What follows belongs to an exercise in optimizing a design on an open flow for small area and a short achievable clock period; a production flow would make more cautious choices.
Only simulation tests tie the RTL to the original design; equivalence was not proved.

## beta
==> flow/design.v <==
module memory_driver
    (
        input                               clk                 ,
        input                               rst                 ,
        input          [32      -1:0]       concatenated        ,
        input                               wr_en               ,
        input                               rd_en               ,
        output reg     [32      -1:0]       concatenated_out    ,
        output reg                          empty               ,
        output reg                          full
    );
    reg [2047:0] fifo_ram;           
    reg [6:0]    fifo_counter;       
    reg          wr_last;            
    reg          rd_last;            
    reg [5:0]    wr_pointer;         
    reg [63:0]   rd_sel;             
    reg [31:0]   stage_data;
    reg [63:0]   row_we;             
    reg          stage_bypass;       
    reg          one;                
    reg          almost;             
    wire rd_ok = rd_en & ~empty;
    wire wr_ok = wr_en & (~full | rd_en);
    integer i;
    always @(posedge clk) begin
        stage_data <= concatenated;
        for (i = 0; i < 64; i = i + 1)
            if (row_we[i])
                fifo_ram[32*i +: 32] <= stage_data;
    end
    wire [31:0] read_data;
    genvar b;
    generate
        for (b = 0; b < 32; b = b + 1) begin : g_bit
            wire [63:0] column;
            genvar r;
            for (r = 0; r < 64; r = r + 1) begin : g_row
                assign column[r] = fifo_ram[32*r + b];
            end
            read_or64 u_or (.d(column), .s(rd_sel),
                            .e(stage_data[b]), .es(stage_bypass),
                            .y(read_data[b]));
        end
    endgenerate
    always @(posedge clk) begin
        if (rst)
            concatenated_out <= 32'd0;
        else if (rd_ok)
            concatenated_out <= read_data;
    end
    wire [6:0] count = wr_last ? (rd_last ? fifo_counter : fifo_counter + 7'd1)
                               : (rd_last ? fifo_counter - 7'd1 : fifo_counter);
    wire       two        = (count == 7'd2);
    wire       sixty_two  = (count == 7'd62);
    wire [63:0] rd_row      = rd_sel | (row_we & {64{stage_bypass}});
    wire [63:0] rd_row_next = rd_ok ? {rd_row[62:0], rd_row[63]} : rd_row;
    wire        bypass_next = wr_en & (empty | (one & rd_en));
    always @(posedge clk) begin
        if (rst) begin
            fifo_counter <= 7'd0;
            wr_last      <= 1'b0;
            rd_last      <= 1'b0;
            wr_pointer   <= 6'd0;
            rd_sel       <= 64'd1;
            row_we       <= 64'd0;
            stage_bypass <= 1'b0;
            empty        <= 1'b1;
            full         <= 1'b0;
            one          <= 1'b0;
            almost       <= 1'b0;
        end else begin
            fifo_counter <= count;
            wr_last      <= wr_ok;
            rd_last      <= rd_ok;
            if (wr_ok) wr_pointer <= wr_pointer + 6'd1;
            rd_sel       <= bypass_next ? 64'd0 : rd_row_next;
            for (i = 0; i < 64; i = i + 1)
                row_we[i] <= wr_ok & (wr_pointer == i);
            stage_bypass <= bypass_next;
            empty  <= (empty & ~wr_en) | (one & rd_en & ~wr_en);
            full   <= (full & ~(rd_en & ~wr_en)) | (almost & wr_en & ~rd_en);
            one    <= wr_ok ? (rd_ok ? one    : empty)
                            : (rd_ok ? two    : one);
            almost <= wr_ok ? (rd_ok ? almost : sixty_two)
                            : (rd_ok ? full   : almost);
        end
    end
endmodule
module read_or64
    (
        input  [63:0] d,
        input  [63:0] s,
        input         e,
        input         es,
        output        y
    );
    wire [22:0] n;
    genvar g;
    generate
        for (g = 0; g < 21; g = g + 1) begin : g_aoi3
            aoi222 u (.a(d[3*g +: 3]), .b(s[3*g +: 3]), .y(n[g]));
        end
    endgenerate
    nand2 u21 (.a({d[63], s[63]}), .y(n[21]));
    nand2 u22 (.a({e, es}), .y(n[22]));
    wire [5:0] p;
    nand4 u_p0 (.a(n[3:0]),   .y(p[0]));
    nand4 u_p1 (.a(n[7:4]),   .y(p[1]));
    nand4 u_p2 (.a(n[11:8]),  .y(p[2]));
    nand4 u_p3 (.a(n[15:12]), .y(p[3]));
    nand4 u_p4 (.a(n[19:16]), .y(p[4]));
    nand3 u_p5 (.a(n[22:20]), .y(p[5]));
    wire [2:0] q;
    nor2 u_q0 (.a(p[1:0]), .y(q[0]));
    nor2 u_q1 (.a(p[3:2]), .y(q[1]));
    nor2 u_q2 (.a(p[5:4]), .y(q[2]));
    nand3 u_y (.a(q), .y(y));
endmodule
module aoi222 (input [2:0] a, input [2:0] b, output y);
    assign y = ~((a[0] & b[0]) | (a[1] & b[1]) | (a[2] & b[2]));
endmodule
module nand4 (input [3:0] a, output y);
    assign y = ~&a;
endmodule
module nand3 (input [2:0] a, output y);
    assign y = ~&a;
endmodule
module nand2 (input [1:0] a, output y);
    assign y = ~&a;
endmodule
module nor2 (input [1:0] a, output y);
    assign y = ~|a;
endmodule
==> flow/config.mk <==
export PLATFORM = sky130hd
export DESIGN_NAME = memory_driver
export DESIGN_NICKNAME = memory_driver
export VERILOG_FILES = /design/flow/design.v
export SDC_FILE = /design/flow/constraint.sdc
export NUM_CORES = 4
export LEC_CHECK = 0
export CAP_MARGIN = 20
export CORE_MARGIN = 2
export CORE_UTILIZATION = 55
export CTS_CLUSTER_DIAMETER = 80
export CTS_CLUSTER_SIZE = 25
export SETUP_SLACK_MARGIN = 2.85
export SLEW_MARGIN = 20
export SYNTH_HIERARCHICAL = 1
export SYNTH_MINIMUM_KEEP_SIZE = 0
==> flow/constraint.sdc <==
create_clock -name core_clock -period 5.0 [get_ports {clk}]
set_input_delay 1.0000 -clock core_clock [delete_from_list [all_inputs] [get_ports {clk}]]
set_output_delay 1.0000 -clock core_clock [all_outputs]
set_load 0.01 [all_outputs]
run.sh (not shown) runs the stock make flow with config.mk's settings and CLKGATE_MAP_FILE= SYNTH_SCRIPT=/design/flow/synth_recipe.tcl, a recipe that flattens the netlist after the stock synthesis.
beta has completed all stages; timing, DRC and antenna checks passed.
> inputs changed (beta -> delta)
- changing SETUP_SLACK_MARGIN from 2.85 to 2.7
### Flow results
- Of delta and beta, it is delta that has the lower global-route track usage on met3.
- Per the comparison of delta with beta, register-to-register path setup slack grew by 0.05 ns; wire length lower.

-- what the ideal ports hide --
No port has a modelled driver above. Below, the same layouts with a new extraction and two added sets of constraints. Step 1: set_driving_cell puts a clkbuf_16 on clk and a buf_2 on each other input, an assumption about the parent block. Step 2 moves the port delays by t, midway between the first and last clock arrival at a register: inputs arrive t later, outputs are due t later. That takes back most of the time a late clock gives input paths. Three values: no drivers, after step 1, after step 2; two values: the first two.
run | t (ns) | setup WS [ns] | worst setup path at the end | worst slew at a driven data input, ns | pins driven straight from the clock port
beta | 0.834 | 2.563 / 2.563 / 2.032 | input to register | 0.10 | 1
delta | 0.836 | 2.616 / 2.590 / 2.066 | input to register | 0.10 | 1
After both steps setup and hold are still met in every run listed. For delta, which loses most, drivers alone change the setup slack by -0.026 ns; drivers and shift together by -0.550 ns.
